Context: an optimization exercise on an open-source flow, tuned for small area and a short achievable clock period. The choices shown serve that exercise and are no tape-out recipe. The RTL was checked by simulation tests, not by an equivalence proof against the original design. Power and IR drop assume default switching activity.

===== design/flow/design.v =====
module add_alu (
	input  wire [31:0] a,
	input  wire [31:0] b,
	input  wire        cin,
	output wire [31:0] s,
	output wire        cout
	);
wire [31:0] p = a ^ b;
wire [31:0] g = a & b;
wire gc0 = g[0] | (p[0] & cin);
wire G0_1 = g[1] | (p[1] & gc0);
wire G0_3 = g[3] | (p[3] & g[2]);
wire P0_3 = p[3] & p[2];
wire G0_5 = g[5] | (p[5] & g[4]);
wire P0_5 = p[5] & p[4];
wire G0_7 = g[7] | (p[7] & g[6]);
wire P0_7 = p[7] & p[6];
wire G0_9 = g[9] | (p[9] & g[8]);
wire P0_9 = p[9] & p[8];
wire G0_11 = g[11] | (p[11] & g[10]);
wire P0_11 = p[11] & p[10];
wire G0_13 = g[13] | (p[13] & g[12]);
wire P0_13 = p[13] & p[12];
wire G0_15 = g[15] | (p[15] & g[14]);
wire P0_15 = p[15] & p[14];
wire G0_17 = g[17] | (p[17] & g[16]);
wire P0_17 = p[17] & p[16];
wire G0_19 = g[19] | (p[19] & g[18]);
wire P0_19 = p[19] & p[18];
wire G0_21 = g[21] | (p[21] & g[20]);
wire P0_21 = p[21] & p[20];
wire G0_23 = g[23] | (p[23] & g[22]);
wire P0_23 = p[23] & p[22];
wire G0_25 = g[25] | (p[25] & g[24]);
wire P0_25 = p[25] & p[24];
wire G0_27 = g[27] | (p[27] & g[26]);
wire P0_27 = p[27] & p[26];
wire G0_29 = g[29] | (p[29] & g[28]);
wire P0_29 = p[29] & p[28];
wire G0_31 = g[31] | (p[31] & g[30]);
wire P0_31 = p[31] & p[30];
wire G1_2 = g[2] | (p[2] & G0_1);
wire G1_3 = G0_3 | (P0_3 & G0_1);
wire G1_6 = g[6] | (p[6] & G0_5);
wire P1_6 = p[6] & P0_5;
wire G1_7 = G0_7 | (P0_7 & G0_5);
wire P1_7 = P0_7 & P0_5;
wire G1_10 = g[10] | (p[10] & G0_9);
wire P1_10 = p[10] & P0_9;
wire G1_11 = G0_11 | (P0_11 & G0_9);
wire P1_11 = P0_11 & P0_9;
wire G1_14 = g[14] | (p[14] & G0_13);
wire P1_14 = p[14] & P0_13;
wire G1_15 = G0_15 | (P0_15 & G0_13);
wire P1_15 = P0_15 & P0_13;
wire G1_18 = g[18] | (p[18] & G0_17);
wire P1_18 = p[18] & P0_17;
wire G1_19 = G0_19 | (P0_19 & G0_17);
wire P1_19 = P0_19 & P0_17;
wire G1_22 = g[22] | (p[22] & G0_21);
wire P1_22 = p[22] & P0_21;
wire G1_23 = G0_23 | (P0_23 & G0_21);
wire P1_23 = P0_23 & P0_21;
wire G1_26 = g[26] | (p[26] & G0_25);
wire P1_26 = p[26] & P0_25;
wire G1_27 = G0_27 | (P0_27 & G0_25);
wire P1_27 = P0_27 & P0_25;
wire G1_30 = g[30] | (p[30] & G0_29);
wire P1_30 = p[30] & P0_29;
wire G1_31 = G0_31 | (P0_31 & G0_29);
wire P1_31 = P0_31 & P0_29;
wire G2_4 = g[4] | (p[4] & G1_3);
wire G2_5 = G0_5 | (P0_5 & G1_3);
wire G2_6 = G1_6 | (P1_6 & G1_3);
wire G2_7 = G1_7 | (P1_7 & G1_3);
wire G2_12 = g[12] | (p[12] & G1_11);
wire P2_12 = p[12] & P1_11;
wire G2_13 = G0_13 | (P0_13 & G1_11);
wire P2_13 = P0_13 & P1_11;
wire G2_14 = G1_14 | (P1_14 & G1_11);
wire P2_14 = P1_14 & P1_11;
wire G2_15 = G1_15 | (P1_15 & G1_11);
wire P2_15 = P1_15 & P1_11;
wire G2_20 = g[20] | (p[20] & G1_19);
wire P2_20 = p[20] & P1_19;
wire G2_21 = G0_21 | (P0_21 & G1_19);
wire P2_21 = P0_21 & P1_19;
wire G2_22 = G1_22 | (P1_22 & G1_19);
wire P2_22 = P1_22 & P1_19;
wire G2_23 = G1_23 | (P1_23 & G1_19);
wire P2_23 = P1_23 & P1_19;
wire G2_28 = g[28] | (p[28] & G1_27);
wire P2_28 = p[28] & P1_27;
wire G2_29 = G0_29 | (P0_29 & G1_27);
wire P2_29 = P0_29 & P1_27;
wire G2_30 = G1_30 | (P1_30 & G1_27);
wire P2_30 = P1_30 & P1_27;
wire G2_31 = G1_31 | (P1_31 & G1_27);
wire P2_31 = P1_31 & P1_27;
wire G3_8 = g[8] | (p[8] & G2_7);
wire G3_9 = G0_9 | (P0_9 & G2_7);
wire G3_10 = G1_10 | (P1_10 & G2_7);
wire G3_11 = G1_11 | (P1_11 & G2_7);
wire G3_12 = G2_12 | (P2_12 & G2_7);
wire G3_13 = G2_13 | (P2_13 & G2_7);
wire G3_14 = G2_14 | (P2_14 & G2_7);
wire G3_15 = G2_15 | (P2_15 & G2_7);
wire G3_24 = g[24] | (p[24] & G2_23);
wire P3_24 = p[24] & P2_23;
wire G3_25 = G0_25 | (P0_25 & G2_23);
wire P3_25 = P0_25 & P2_23;
wire G3_26 = G1_26 | (P1_26 & G2_23);
wire P3_26 = P1_26 & P2_23;
wire G3_27 = G1_27 | (P1_27 & G2_23);
wire P3_27 = P1_27 & P2_23;
wire G3_28 = G2_28 | (P2_28 & G2_23);
wire P3_28 = P2_28 & P2_23;
wire G3_29 = G2_29 | (P2_29 & G2_23);
wire P3_29 = P2_29 & P2_23;
wire G3_30 = G2_30 | (P2_30 & G2_23);
wire P3_30 = P2_30 & P2_23;
wire G3_31 = G2_31 | (P2_31 & G2_23);
wire P3_31 = P2_31 & P2_23;
wire G4_16 = g[16] | (p[16] & G3_15);
wire G4_17 = G0_17 | (P0_17 & G3_15);
wire G4_18 = G1_18 | (P1_18 & G3_15);
wire G4_19 = G1_19 | (P1_19 & G3_15);
wire G4_20 = G2_20 | (P2_20 & G3_15);
wire G4_21 = G2_21 | (P2_21 & G3_15);
wire G4_22 = G2_22 | (P2_22 & G3_15);
wire G4_23 = G2_23 | (P2_23 & G3_15);
wire G4_24 = G3_24 | (P3_24 & G3_15);
wire G4_25 = G3_25 | (P3_25 & G3_15);
wire G4_26 = G3_26 | (P3_26 & G3_15);
wire G4_27 = G3_27 | (P3_27 & G3_15);
wire G4_28 = G3_28 | (P3_28 & G3_15);
wire G4_29 = G3_29 | (P3_29 & G3_15);
wire G4_30 = G3_30 | (P3_30 & G3_15);
wire G4_31 = G3_31 | (P3_31 & G3_15);
wire [31:0] c = {G4_30, G4_29, G4_28, G4_27, G4_26, G4_25, G4_24, G4_23, G4_22, G4_21, G4_20, G4_19, G4_18, G4_17, G4_16, G3_15, G3_14, G3_13, G3_12, G3_11, G3_10, G3_9, G3_8, G2_7, G2_6, G2_5, G2_4, G1_3, G1_2, G0_1, gc0, cin};
assign s = p ^ c;
assign cout = G4_31;
endmodule
module add_tgt (
	input  wire [31:0] a,
	input  wire [31:0] b,
	input  wire        cin,
	output wire [31:0] s,
	output wire        cout
	);
wire [31:0] p = a ^ b;
wire [31:0] g = a & b;
wire gc0 = g[0] | (p[0] & cin);
wire G0_1 = g[1] | (p[1] & gc0);
wire G0_3 = g[3] | (p[3] & g[2]);
wire P0_3 = p[3] & p[2];
wire G0_5 = g[5] | (p[5] & g[4]);
wire P0_5 = p[5] & p[4];
wire G0_7 = g[7] | (p[7] & g[6]);
wire P0_7 = p[7] & p[6];
wire G0_9 = g[9] | (p[9] & g[8]);
wire P0_9 = p[9] & p[8];
wire G0_11 = g[11] | (p[11] & g[10]);
wire P0_11 = p[11] & p[10];
wire G0_13 = g[13] | (p[13] & g[12]);
wire P0_13 = p[13] & p[12];
wire G0_15 = g[15] | (p[15] & g[14]);
wire P0_15 = p[15] & p[14];
wire G0_17 = g[17] | (p[17] & g[16]);
wire P0_17 = p[17] & p[16];
wire G0_19 = g[19] | (p[19] & g[18]);
wire P0_19 = p[19] & p[18];
wire G0_21 = g[21] | (p[21] & g[20]);
wire P0_21 = p[21] & p[20];
wire G0_23 = g[23] | (p[23] & g[22]);
wire P0_23 = p[23] & p[22];
wire G0_25 = g[25] | (p[25] & g[24]);
wire P0_25 = p[25] & p[24];
wire G0_27 = g[27] | (p[27] & g[26]);
wire P0_27 = p[27] & p[26];
wire G0_29 = g[29] | (p[29] & g[28]);
wire P0_29 = p[29] & p[28];
wire G0_31 = g[31] | (p[31] & g[30]);
wire P0_31 = p[31] & p[30];
wire G1_3 = G0_3 | (P0_3 & G0_1);
wire G1_7 = G0_7 | (P0_7 & G0_5);
wire P1_7 = P0_7 & P0_5;
wire G1_11 = G0_11 | (P0_11 & G0_9);
wire P1_11 = P0_11 & P0_9;
wire G1_15 = G0_15 | (P0_15 & G0_13);
wire P1_15 = P0_15 & P0_13;
wire G1_19 = G0_19 | (P0_19 & G0_17);
wire P1_19 = P0_19 & P0_17;
wire G1_23 = G0_23 | (P0_23 & G0_21);
wire P1_23 = P0_23 & P0_21;
wire G1_27 = G0_27 | (P0_27 & G0_25);
wire P1_27 = P0_27 & P0_25;
wire G1_31 = G0_31 | (P0_31 & G0_29);
wire P1_31 = P0_31 & P0_29;
wire G2_7 = G1_7 | (P1_7 & G1_3);
wire G2_15 = G1_15 | (P1_15 & G1_11);
wire P2_15 = P1_15 & P1_11;
wire G2_23 = G1_23 | (P1_23 & G1_19);
wire P2_23 = P1_23 & P1_19;
wire G2_31 = G1_31 | (P1_31 & G1_27);
wire P2_31 = P1_31 & P1_27;
wire G3_15 = G2_15 | (P2_15 & G2_7);
wire G3_31 = G2_31 | (P2_31 & G2_23);
wire P3_31 = P2_31 & P2_23;
wire G4_31 = G3_31 | (P3_31 & G3_15);
wire G5_23 = G2_23 | (P2_23 & G3_15);
wire G6_11 = G1_11 | (P1_11 & G2_7);
wire G6_19 = G1_19 | (P1_19 & G3_15);
wire G6_27 = G1_27 | (P1_27 & G5_23);
wire G7_5 = G0_5 | (P0_5 & G1_3);
wire G7_9 = G0_9 | (P0_9 & G2_7);
wire G7_13 = G0_13 | (P0_13 & G6_11);
wire G7_17 = G0_17 | (P0_17 & G3_15);
wire G7_21 = G0_21 | (P0_21 & G6_19);
wire G7_25 = G0_25 | (P0_25 & G5_23);
wire G7_29 = G0_29 | (P0_29 & G6_27);
wire G8_2 = g[2] | (p[2] & G0_1);
wire G8_4 = g[4] | (p[4] & G1_3);
wire G8_6 = g[6] | (p[6] & G7_5);
wire G8_8 = g[8] | (p[8] & G2_7);
wire G8_10 = g[10] | (p[10] & G7_9);
wire G8_12 = g[12] | (p[12] & G6_11);
wire G8_14 = g[14] | (p[14] & G7_13);
wire G8_16 = g[16] | (p[16] & G3_15);
wire G8_18 = g[18] | (p[18] & G7_17);
wire G8_20 = g[20] | (p[20] & G6_19);
wire G8_22 = g[22] | (p[22] & G7_21);
wire G8_24 = g[24] | (p[24] & G5_23);
wire G8_26 = g[26] | (p[26] & G7_25);
wire G8_28 = g[28] | (p[28] & G6_27);
wire G8_30 = g[30] | (p[30] & G7_29);
wire [31:0] c = {G8_30, G7_29, G8_28, G6_27, G8_26, G7_25, G8_24, G5_23, G8_22, G7_21, G8_20, G6_19, G8_18, G7_17, G8_16, G3_15, G8_14, G7_13, G8_12, G6_11, G8_10, G7_9, G8_8, G2_7, G8_6, G7_5, G8_4, G1_3, G8_2, G0_1, gc0, cin};
assign s = p ^ c;
assign cout = G4_31;
endmodule
module exe_stage (
	input  wire        clk,
	input  wire        rst,
	input  wire [31:0] instr,
	input  wire [31:0] rs1,
	input  wire [31:0] rs2,
	input  wire [31:0] pc_next,
	output reg  [31:0] result,
	output reg         flag_n,
	output reg         flag_c,
	output reg         flag_v,
	output reg         flag_z,
	output reg         ready,
	output reg         branch,
	output reg  [31:0] target
	);
wire [2:0]  op    = instr[31:29];
wire [4:0]  opula = instr[28:24];
wire [3:0]  cond  = instr[23:20];
wire        bop   = instr[24];
wire [31:0] imm   = {{16{instr[15]}}, instr[15:0]};
wire en   = (op == 3'b001) | (op == 3'b010) | (op[2] & op[1]);
wire pcen = op[2] & (op[1] | op[0]);
wire [31:0] A = rs1;
wire [31:0] B = (op == 3'b010) ? rs2 : imm;
reg        rst_q;    
wire       opula_def = ~(opula[4] & (opula[3] | (opula[2] & opula[1] & opula[0])));
reg [9:0] dec;
always @(*) begin
	case (opula)
		5'd0, 5'd8, 5'd12, 5'd22:
		       dec = 10'b1_0_0_0_0_0_0_0_1_0;    
		5'd1:  dec = 10'b1_0_0_0_1_0_0_0_1_0;    
		5'd2:  dec = 10'b1_0_1_0_1_0_0_0_1_0;    
		5'd3:  dec = 10'b1_1_0_1_0_0_0_0_1_0;    
		5'd4:  dec = 10'b1_1_0_1_1_0_0_0_1_0;    
		5'd5:  dec = 10'b1_1_1_1_0_0_0_0_1_0;    
		5'd6:  dec = 10'b0_0_0_0_0_1_0_0_0_0;    
		5'd7:  dec = 10'b0_0_0_0_0_0_1_0_0_0;    
		5'd9:  dec = 10'b0_0_0_0_0_0_0_1_0_0;    
		5'd10: dec = 10'b0_0_0_1_0_0_0_1_1_1;    
		5'd11: dec = 10'b0_0_0_1_0_0_0_1_0_0;    
		5'd13, 5'd15:
		       dec = 10'b0_0_0_0_0_0_0_1_1_0;    
		5'd14: dec = 10'b0_0_0_0_0_0_0_0_1_0;    
		5'd16: dec = 10'b0_0_0_0_0_0_0_1_0_1;    
		5'd17: dec = 10'b0_0_0_0_0_0_0_0_1_1;    
		5'd18: dec = 10'b0_0_1_1_0_0_0_0_1_0;    
		5'd19: dec = 10'b0_0_0_1_0_0_0_1_0_1;    
		5'd20: dec = 10'b0_0_0_1_0_0_0_1_1_0;    
		5'd21: dec = 10'b0_0_0_0_0_0_0_1_1_1;    
		default: dec = 10'b0;
	endcase
end
localparam [9:0] DEC_NOT = 10'b0_0_1_1_0_0_0_0_1_0;
reg  [9:0] ctrl_q;
wire [9:0] ctrl = opula_def ? dec : ctrl_q;
wire arith = ctrl[9], sub = ctrl[8], zb = ctrl[7], invb = ctrl[6], cin = ctrl[5],
     shl = ctrl[4], shr = ctrl[3], sg = ctrl[2], sp = ctrl[1], oi = ctrl[0];
wire [31:0] Bp = (B & {32{~zb}}) ^ {32{invb}};
wire [32:0] sum;
add_alu u_sum (.a(A), .b(Bp), .cin(cin), .s(sum[31:0]), .cout(sum[32]));
wire [31:0] g = A & Bp;
wire [31:0] p = A ^ Bp;
wire [31:0] lu = ((g & {32{sg}}) | (p & {32{sp}})) ^ {32{oi}};
function [31:0] rev32(input [31:0] x);
	integer k;
	for (k = 0; k < 32; k = k + 1) rev32[k] = x[31 - k];
endfunction
wire        big = |B[31:5];
wire [31:0] sh_in = shl ? rev32(A) : A;
wire [31:0] sh = sh_in >> B[4:0];
wire [31:0] shres = big ? 32'd0 : (shl ? rev32(sh) : sh);
wire [31:0] alu = arith ? sum[31:0] : ((shl | shr) ? shres : lu);
wire [31:0] R   = en ? alu : result;
wire ar_en = en & arith;
wire n_d = ar_en ? sum[31] : flag_n;
wire c_d = ar_en ? (sum[32] ^ sub) : flag_c;
wire [31:0] kz = {A[30:0] | Bp[30:0], cin};
wire        zsum = ~|(p ^ kz);
wire        zalu = arith ? zsum : ~|(((shl | shr) ? shres : lu));
wire z_d = en ? zalu : (flag_z | rst_q);
wire v_d = arith & (A[31] ^ R[31]) & ((A[31] ^ B[31] ^ ~sub) | (en & zb & (A[31] ^ ~sub)));
wire zq = flag_z | rst_q;
wire v_q = arith & (A[31] ^ result[31]) & (A[31] ^ B[31] ^ ~sub);
reg  br_d;
always @(*) begin
	br_d = branch;
	if (!pcen)
		br_d = 1'b0;
	else if (op[1])
		br_d = 1'b1;
	else
		case (cond)
			4'd0: br_d = flag_n == bop;
			4'd1: br_d = zq == bop;
			4'd2: br_d = flag_c == bop;
			4'd3: br_d = (flag_n | zq) == bop;
			4'd4: br_d = v_q == bop;
			default: ;
		endcase
end
wire [31:0] target_d;
wire        target_co;
add_tgt u_tgt (.a(pc_next), .b(imm), .cin(1'b0), .s(target_d), .cout(target_co));
always @(posedge clk) begin
	rst_q <= rst;
	if (rst) begin
		result <= 32'd0;
		flag_n <= 1'b0;
		flag_c <= 1'b0;
		flag_v <= 1'b0;
		flag_z <= 1'b0;
		ready  <= 1'b0;
		branch <= 1'b0;
		target <= 32'd0;
		ctrl_q <= DEC_NOT;
	end
	else begin
		result <= R;
		flag_n <= n_d;
		flag_c <= c_d;
		flag_v <= v_d;
		flag_z <= z_d;
		ready  <= en;
		branch <= br_d;
		target <= target_d;
		ctrl_q <= ctrl;
	end
end
endmodule

===== design/flow/run.sh =====
#!/bin/bash
# synth_recipe.tcl (not shown) runs the flow's synth.tcl, then flattens the netlist and writes it again
# the make line also repeats each setting of config.mk as NAME=value (left out here)
make -C /OpenROAD-flow-scripts/flow DESIGN_CONFIG=/design/flow/config.mk WORK_HOME=/design/flow/orfs CLKGATE_MAP_FILE= SYNTH_SCRIPT=/design/flow/synth_recipe.tcl finish

===== design/flow/config.mk =====
export PLATFORM = sky130hd
export DESIGN_NAME = exe_stage
export DESIGN_NICKNAME = exe_stage
export VERILOG_FILES = /design/flow/design.v
export SDC_FILE = /design/flow/constraint.sdc
export NUM_CORES = 4
export LEC_CHECK = 0
export CAP_MARGIN = 20
export CORE_MARGIN = 2
export CORE_UTILIZATION = 40
export PLACE_DENSITY = 0.6
export SLEW_MARGIN = 20

===== design/flow/constraint.sdc =====
create_clock -name core_clock -period 9.0 [get_ports {clk}]
set_input_delay 1.8000 -clock core_clock [delete_from_list [all_inputs] [get_ports {clk}]]
set_output_delay 1.8000 -clock core_clock [all_outputs]
set_load 0.01 [all_outputs]

==> run summary <==
- The height of the die is 172 um.
- The layout overhead on the synthesized area is 22.7%.
- Of the available clock period, the critical path in the final layout requires 0.834.
- The number of flops mapped to enable cells by yosys is 0.
- For this design, the CTS-stage hold fixing added 0 buffers.
- The worst setup path is of the in -> reg kind.
- The final net count is around 1900.
- Total power for the finished layout comes to 0.00217 W.
- The number of antenna violations at the first check in global routing is 0.
- The detailed-routing iteration count for the pre-antenna-repair pass is 7.
- Each instance of the synthesized netlist takes up on average around 7.7 um^2.
- The average vias per placed instance is 6.09.
- The clock tree skew after final layout is ~6.1 ps.
- For this block, the routed nets add up to 48400 um of wire.
- The number of hold-slack violations in the final timing report is 0.
- The number of nets in the synthesized netlist is 1725.
- The smallest clock period supported by the final layout is computed as roughly 7500 ps.
- Of the cells placed in the final design, the portion with a size suffix greater than 1 is 0.0638.
- After synthesis, the share of flip-flops with an asynchronous set or reset is 0.
- The classification of the worst-slack hold path is reg -> reg.
- The number of buffers on the longest clock path is 2.
- On the critical path the largest part of the delay comes from compound AO/OA/AOI/OAI gates.
- Derived from the worst setup path, the maximum achievable clock frequency is 0.133 GHz.
- Counting every instance in the synthesized netlist gives 1474.
- Counting the buffers created by CTS gives 9.
- The largest single stage delay on the critical path is 800 ps.
- In this run, synthesis produced a sequential element count of just over 80.
- Routability-driven placement finished with a final weighted congestion of between 0.9 and 1.
- After routing, the total negative slack on setup checks comes to 0 ps.
- In this run the worst setup path begins at instr[25].
- The critical path goes through clkdlybuf4s50_1 -> ha_1 -> nor2_1 -> nor3_1 -> a211oi_1 -> nor3_2 -> xnor2_1 -> inv_1 -> fa_1 -> fa_1 -> nor2b_1 -> o21ai_0 -> a21boi_0 -> o311a_1 -> a31oi_1 -> o32ai_1 -> buf_4 -> o211a_1 -> o31ai_1 -> a211oi_1 -> o221ai_1 -> mux2i_1.
- The total congestion overflow after global routing is 0.
- Of all cell types, the one taking the most synthesized area is sky130_fd_sc_hd__dfxtp_1.
- The endpoint identified for the worst register-to-register timing path is flag_v.
- Measured against its own limit, the worst slew margin works out to 0.259.
- The count of maximum capacitance violations is 0.
- The floorplan has just over 60 rows.
- The worst-margin pin slew is 1110 ps.
- Setup repair after global routing left no endpoint under its margin.
- The HPWL after detailed placement is between 30000 and 40000 um.
- The clock reaches the later pin of the worst-skew pair after around 350 ps.
- The full die area is between 0.02 and 0.03 mm^2.
- For this run, the register share of the synthesized area comes to 0.144.
- The count of cells resized by post-cts repair is 0.
- The number of distinct library cells after synthesis is 93.
- The worst setup path is captured at a flop.
- The layout filler cell count is around 2800.
- The maximum number of pins on one net before global-route repair is slightly above 70.
- The depth of the CTS H-tree is 3.
- The buffer count from post-CTS setup fixing is 0.
- The via count of the first global-routing pass came to roughly 11000.
- The number of slew-limit violations in the final report is 0.
- The critical path data arrival time is 7740 ps.
- The flow ran to the end and the layout has no timing, DRC or antenna violations.
- The highest ir drop seen on vdd is just under 0.1 mV.
- 0 antenna diodes ended up in the layout.
- TritonCTS built the clock tree.
- The startpoint identified for the worst register-to-register timing path is ctrl_q[6].
- The total leakage power is around 5.7 nW.
- In this run the worst setup path terminates at flag_v.
- Summing over every cut layer, the via total after detailed routing is approximately 12000.
- The global-route usage over all layers is 0.324.
- The count of buffers from port buffering is just under 200.
- 200 I/O pins were placed.
- The share of synthesized area in the top cell type comes to 0.144.
- The sink count of the clock tree is 81.
- After synthesis, the cell types taking the most area are sky130_fd_sc_hd__dfxtp_1 (14%), sky130_fd_sc_hd__ha_1 (11%), sky130_fd_sc_hd__xor2_1 (6.4%), sky130_fd_sc_hd__o211ai_1 (4.9%), sky130_fd_sc_hd__nor2_1 (4.3%).
- STA puts the critical path data required time at between 9000 and 10000 ps.
- Among all flip-flop cells after synthesis, the most frequent one is sky130_fd_sc_hd__dfxtp_1.
- The library cells used most frequently in the layout, excluding fill and tap cells, are sky130_fd_sc_hd__clkdlybuf4s50_1 (194), sky130_fd_sc_hd__nor2_1 (129), sky130_fd_sc_hd__nand2_1 (114).
- The warning count from the yosys run is 1.
- The violation count after the first detailed-routing iteration is roughly 1300.
- The number of buffers and inverters on the critical path is 3.
- Dividing the detail-routed wire length by the instance count gives about 24 um.
- The first global-routing pass estimated 71400 um of wire.
- The ratio of total power to cell area is 157 mW/mm^2.
- In this run the horizontal extent of the chip is 172 um.
- The DRC violation count after routing is 0.
- The detail route stage leaves a number of antenna-violating nets equal to 0.
- The cell count of the worst reg-to-reg path is 18.
- Setup violations remaining at the end of the flow were counted as 0.
- Clock-pin slew was measured on the worst setup and hold paths at roughly 70 ps.
- The starting density of the core is 0.406.
- The tree is rooted in a sky130_fd_sc_hd__clkbuf_16.
- The area of the core region is ~0.028 mm^2.
- The slowest library cell on the worst path is sky130_fd_sc_hd__clkdlybuf4s50_1.
- The synthesized area is roughly 0.011 mm^2.
- The critical path crosses 22 cells after its start point.
- The library cell used most frequently in the layout, excluding fill and tap cells, is sky130_fd_sc_hd__clkdlybuf4s50_1.
- In this run the register-to-register setup slack is approximately 4000 ps.
- Along the worst path, the maximum fanout reaches 13.
- The category of the worst setup path launch point is a primary input.
-- cells in the mapped netlist, drive strengths merged, types with 22 or more instances --
master / count
a21oi: 90
a22oi: 38
buf: 45
clkbuf: 56
dfxtp: 81
fa: 22
ha: 99
inv: 76
mux2i: 40
nand2: 115
nand3: 52
nand4: 26
nor2: 132
nor3: 27
o211ai: 78
o21ai: 57
xnor2: 47
xor2: 83
-- per-stage QoR --
stage          instance area [um^2]  cells   util  worst slack, ps  hold slack [ps]
2_1_floorplan                 11300   1474      -             2200              455
3_3_place_gp                  13500   1977  0.486             1280              442
3_5_place_dp                  13500   1977  0.486             1220              447
4_1_cts                       13800   1993  0.498             1560              454
5_1_grt                       13900   1993  0.499             1050              475
6_report                      13900   1993  0.499             1490              451
-- registers in the layout (all words and copies together), names as in the netlist --
name and cells:
branch 1, ctrl_q 10, flag_c 1, flag_n 1, flag_v 1, flag_z 1
ready 1, result 32, rst_q 1, target 32
-- cell type report --
type	count	area [um^2]	share of cell area
inverter	76	285	0.0206
clock inverter	6	97.6	0.00704
multi-input combinational	1216	8950	0.646
timing repair buffer	226	2190	0.158
sequential	81	1620	0.117
clock buffer	10	239	0.0172
tap	378	473	0.0341
-- cell families (layout without fill, tap and decap cells) --
group / after synthesis / in the layout / synth area share
DFF: 81 / 81 / 0.144
AOI/OAI and AO/OA: 449 / 449 / 0.282
and+or+nand+nor: 460 / 460 / 0.198
xor gates and xnor gates: 130 / 130 / 0.101
adders and majority gates: 121 / 121 / 0.149
muxes: 56 / 56 / 0.0575
buffers and inverters: 177 / 318 / 0.0696
-- report_power, final --
group          internal (W)  switching (W)
clock              0.000255       0.000170
combinational      0.000529       0.000787
sequential         0.000407      0.0000203
-- routing by layer --
metal | global-route usage | up-vias | part of all wire
met5 | 0 | - | 0
met4 | 0.121 | 0 | 0.039
met3 | 0.0476 | 83 | 0.084
met2 | 0.480 | 644 | 0.42
met1 | 0.472 | 5729 | 0.46
li1 | - | 5680 | -
-- worst min path at each step --
stage,start,to,slack [ps],cells after the start
after global placement,result[2],result[2],440,2
final,result[2],result[2],450,2
after global routing,result[7],result[7],480,2
after floorplan,ctrl_q[3],ctrl_q[3],450,2
after CTS,result[2],result[2],450,2
after detailed placement,result[7],result[7],450,2
-- worst register-to-register path: stages, from the launching register on --
cell	delay, ps
sky130_fd_sc_hd__dfxtp_1	310
sky130_fd_sc_hd__nor2_1	40
sky130_fd_sc_hd__nor3_2	480
sky130_fd_sc_hd__xnor2_1	220
sky130_fd_sc_hd__inv_1	110
sky130_fd_sc_hd__fa_1	390
sky130_fd_sc_hd__fa_1	440
sky130_fd_sc_hd__nor2b_1	130
sky130_fd_sc_hd__o21ai_0	130
sky130_fd_sc_hd__a21boi_0	420
sky130_fd_sc_hd__o311a_1	310
sky130_fd_sc_hd__a31oi_1	170
sky130_fd_sc_hd__o32ai_1	410
sky130_fd_sc_hd__buf_4	210
sky130_fd_sc_hd__o211a_1	260
sky130_fd_sc_hd__o31ai_1	120
sky130_fd_sc_hd__a211oi_1	310
sky130_fd_sc_hd__o221ai_1	210
sky130_fd_sc_hd__mux2i_1	170

-- re-timing with driven ports --
How much do the figures lean on ideal ports? The routed layout below was timed once more, with nothing changed but the port constraints.
Step 1: set_driving_cell puts a clkbuf_16 on clk and a buf_2 on each other input, an assumption about the parent block.
Step 2, shift: input delay + t, output delay - t, t = (earliest + latest rising clock arrival at the registers) / 2. This alone moves slack from input paths to output paths.
a / b / c = no drivers / after step 1 / after step 2; a / b = the first two.
shift t [ns]: 0.399
slack for setup (ns): 1.490 / 1.512 / 1.113
worst slew at a driven data input, ns: 0.05
pins driven straight from the clock port: 1
After both steps setup and hold are still met in this run. For this run, drivers alone change the setup slack by +0.022 ns; drivers and shift together by -0.377 ns.
